What follows belongs to an exercise in optimizing a design on an open flow for small area, a short achievable clock period and few clock cycles per item; a production flow would make more cautious choices. RTL that was checked went through simulation tests only; none was proved equivalent to the original.

==> tundra <==
==> flow/design.v (excerpt) <==
module invsqrt (clk, rst, start, float_in, float_out, ready);
==> module invsqrt, before the edit <==
module invsqrt (clk, rst, start, float_in, float_out, ready);
input wire start;
input wire clk;
input wire rst;
input wire [31:0] float_in;
output wire [31:0] float_out;
output wire ready;
localparam IDLE = 2'd0,
           S1   = 2'd1,
           S2   = 2'd2,
           DONE = 2'd3;
reg  [1:0]   state;
reg  [24:0]  R;       
reg  [1:0]   K;       
reg          wrap1;   
reg          wrap3;   
reg          e_ov;    
wire [31:0] y  = 32'h5f3759df - (float_in >> 1);
wire [7:0]  ye = y[30:23];
wire [7:0]  xe = float_in[30:23];
wire [22:0] xm = float_in[22:0];
wire in_s1 = (state == S1);
wire in_s2 = (state == S2);
wire        Rn  = R[24];
wire [22:0] Rhi = R[23:1];
wire        Rr  = R[0];
function [24:0] sub_1d5;
    input [1:0]  te;
    input [22:0] hi;
    input        r;
    reg   [1:0]  s;
    reg   [25:0] ds, w;
    reg   [26:0] m_sub, mo;
    begin
        s = (te == 2'b10) ? 2'd1 : (te == 2'b01) ? 2'd2 : 2'd0;
        ds = (s == 2'd1) ? 26'h1800000 : (s == 2'd2) ? 26'h3000000 : 26'h0C00000;
        w = (r & (&hi)) ? (ds - 26'h0800000) : (ds + {3'b110, ~hi} + {25'd0, ~r});
        m_sub = (s == 2'd1) ? {w[24:0], 2'b00} : (s == 2'd2) ? {w, 1'b0} : {w[23:0], 3'b000};
        mo = m_sub[26] ? m_sub : (m_sub << 1);
        sub_1d5 = {m_sub[26], mo[25:2]};
    end
endfunction
wire [24:0] sub = sub_1d5(K + {1'b0, Rn & ~wrap1}, Rhi, Rr);
wire [22:0] a3   = sub[23:1];
wire        r3   = sub[0];
wire        ov2  = sub[24];
wire [23:0] opa = in_s1 ? {1'b1, xm} : {1'b1, y[22:0]};
wire [23:0] opb = in_s1 ? {1'b1, Rhi} : in_s2 ? {1'b1, a3} : {1'b1, y[22:0]};
wire        cin = in_s1 ? Rr : in_s2 ? r3 : 1'b0;
wire [47:0] P;
booth_mul mul (.a(opa), .b(opb), .cin(cin), .p(P));
wire        n3  = Rn & ~wrap3;
wire [22:0] m3  = Rhi + {22'd0, Rr};
wire [7:0]  oe  = ye + {7'd0, e_ov} - 8'd1 + {7'd0, n3};
wire error = (float_in == 32'b0) || (float_in[30:23] == 8'hFF) || float_in[31];
assign float_out = error ? 32'h7FFFFFFF : {1'b0, oe, m3};
assign ready = (state == DONE);
always @(posedge clk) begin
    if (rst)
        state <= IDLE;
    else if (start)
        state <= S1;
    else if (in_s1)
        state <= S2;
    else if (in_s2)
        state <= DONE;
end
always @(posedge clk) begin
    if (start || in_s1 || in_s2)
        R <= {P[47], P[47] ? P[46:24] : P[45:23], (P[47] & ~start) ? P[23] : P[22]};
    if (start)
        K <= {ye[0], 1'b0} + xe[1:0] + 2'd1;
    if (in_s1) begin
        K <= K + {1'b0, Rn};
        wrap1 <= Rr & (&Rhi);
    end
    if (in_s2) begin
        e_ov <= ov2;
        wrap3 <= r3 & (&a3);
    end
end
endmodule
Settings: LEC_CHECK=0, ABC_AREA=1, CAP_MARGIN=20, CORE_MARGIN=2, CORE_UTILIZATION=40, SETUP_SLACK_MARGIN=2, SLEW_MARGIN=20, SYNTH_HIERARCHICAL=1, SYNTH_MINIMUM_KEEP_SIZE=0; clock period 11.0 ns.
run.sh (not shown) runs the stock make flow with config.mk's settings and CLKGATE_MAP_FILE= SYNTH_SCRIPT=/design/flow/synth_recipe.tcl, a recipe that flattens the netlist after the stock synthesis.
==> nickel: changes against tundra <==
--- a/flow/design.v
+++ b/flow/design.v
@@ -994,3 +994,4 @@
     reg   [1:0]  s;
-    reg   [25:0] ds, w;
+    reg   [25:0] negu, w;
+    reg   [3:0]  ds;
     reg   [26:0] m_sub, mo;
@@ -998,4 +999,5 @@
         s = (te == 2'b10) ? 2'd1 : (te == 2'b01) ? 2'd2 : 2'd0;
-        ds = (s == 2'd1) ? 26'h1800000 : (s == 2'd2) ? 26'h3000000 : 26'h0C00000;
-        w = (r & (&hi)) ? (ds - 26'h0800000) : (ds + {3'b110, ~hi} + {25'd0, ~r});
+        negu = (r & (&hi)) ? 26'h3800000 : ({3'b110, ~hi} + {25'd0, ~r});
+        ds = (s == 2'd1) ? 4'h6 : (s == 2'd2) ? 4'hC : 4'h3;
+        w = {negu[25:22] + ds, negu[21:0]};
         m_sub = (s == 2'd1) ? {w[24:0], 2'b00} : (s == 2'd2) ? {w, 1'b0} : {w[23:0], 3'b000};
--- a/flow/config.mk
+++ b/flow/config.mk
@@ -10,3 +10,3 @@
 export CORE_MARGIN = 2
-export CORE_UTILIZATION = 40
+export CORE_UTILIZATION = 70
 export SETUP_SLACK_MARGIN = 2
==> raven: changes against tundra <==
--- a/flow/design.v
+++ b/flow/design.v
@@ -975,3 +975,3 @@
 reg  [1:0]   state;
-reg  [24:0]  R;       
+reg  [47:22] R;
 reg  [1:0]   K;       
@@ -986,5 +986,4 @@
 wire in_s2 = (state == S2);
-wire        Rn  = R[24];
-wire [22:0] Rhi = R[23:1];
-wire        Rr  = R[0];
+wire [22:0] hi1 = R[47] ? R[46:24] : R[45:23];
+wire        r1  = R[22];
 function [24:0] sub_1d5;
@@ -1005,13 +1004,14 @@
 endfunction
-wire [24:0] sub = sub_1d5(K + {1'b0, Rn & ~wrap1}, Rhi, Rr);
-wire [22:0] a3   = sub[23:1];
-wire        r3   = sub[0];
-wire        ov2  = sub[24];
+wire [24:0] sub_lo = sub_1d5(K, R[45:23], R[22]);
+wire [24:0] sub_hi = sub_1d5(K + {1'b0, ~wrap1}, R[46:24], R[23]);
+wire [22:0] a3   = R[47] ? sub_hi[23:1] : sub_lo[23:1];
+wire        r3   = R[47] ? sub_hi[0] : sub_lo[0];
+wire        ov2  = R[47] ? sub_hi[24] : sub_lo[24];
 wire [23:0] opa = in_s1 ? {1'b1, xm} : {1'b1, y[22:0]};
-wire [23:0] opb = in_s1 ? {1'b1, Rhi} : in_s2 ? {1'b1, a3} : {1'b1, y[22:0]};
-wire        cin = in_s1 ? Rr : in_s2 ? r3 : 1'b0;
+wire [23:0] opb = in_s1 ? {1'b1, hi1} : in_s2 ? {1'b1, a3} : {1'b1, y[22:0]};
+wire        cin = in_s1 ? r1 : in_s2 ? r3 : 1'b0;
 wire [47:0] P;
 booth_mul mul (.a(opa), .b(opb), .cin(cin), .p(P));
-wire        n3  = Rn & ~wrap3;
-wire [22:0] m3  = Rhi + {22'd0, Rr};
+wire        n3  = R[47] & ~wrap3;
+wire [22:0] m3  = R[47] ? R[46:24] + {22'd0, R[23]} : R[45:23] + {22'd0, R[22]};
 wire [7:0]  oe  = ye + {7'd0, e_ov} - 8'd1 + {7'd0, n3};
@@ -1032,3 +1032,3 @@
     if (start || in_s1 || in_s2)
-        R <= {P[47], P[47] ? P[46:24] : P[45:23], (P[47] & ~start) ? P[23] : P[22]};
+        R <= P[47:22];
     if (start)
@@ -1036,4 +1036,4 @@
     if (in_s1) begin
-        K <= K + {1'b0, Rn};
-        wrap1 <= Rr & (&Rhi);
+        K <= K + {1'b0, R[47]};
+        wrap1 <= r1 & (&hi1);
     end
--- a/flow/config.mk
+++ b/flow/config.mk
@@ -11,3 +11,2 @@
 export CORE_UTILIZATION = 40
-export SETUP_SLACK_MARGIN = 2
 export SLEW_MARGIN = 20
==> run summary <==
Between tundra and nickel, the lower area after synthesis is in nickel (gap 0.39%, measured against nickel).
Final cell count: raven is larger than tundra (11%).
In raven the clock skew is higher than in tundra, by 0.0076 ns.
First-iteration DRC count: tundra is smaller than raven (3.2%).
raven ran to the end with no violations. nickel ended with an error in 5_1_grt on GRT-0232. tundra ran to the end with no violations.
Of raven and tundra, raven has the higher sequential share of layout area (gap 0.28 points).
Against tundra, the wire length of raven is larger by 4.4%.
In raven the maximum frequency is smaller than in tundra, by 12%.
In raven the via count is larger than in tundra, by 8.6%.
Worst setup slack: tundra is higher than raven (1.2 ns).
Testbench counts of nickel, summed over its fixed seeds: cycles 12,800, items 3,200.
Function not checked in tundra and raven: the RTL went through the layout flow alone.

==> separate check: timing with driven ports <==
In the flow no input, the clock included, has a driving cell. The finished layouts below were timed again as built, in two steps. Step 1, drivers: a clkbuf_16 drives clk and a buf_2 each remaining input, both assumed. Step 2 moves the port delays by t, midway between the first and last clock arrival at a register: inputs arrive t later, outputs are due t later. That takes back most of the time a late clock gives input paths. a / b / c = no drivers / after step 1 / after step 2; a / b = the first two.
| run | t, ns | setup WS [ns] | worst setup path after step 2 | clock arrival spread, ns | worst slew at a driven data input, ns |
|---|---|---|---|---|---|
| tundra | 0.325 | 2.078 / 2.074 / 1.749 | input to register | 0.006 / 0.006 | 0.05 |
| raven | 0.351 | 0.835 / 0.867 / 0.516 | input to register | 0.013 / 0.014 | 0.05 |
After both steps every run listed still meets setup and hold. The setup slack of tundra, which loses most, moves by -0.004 ns with the drivers and by -0.329 ns with both steps.
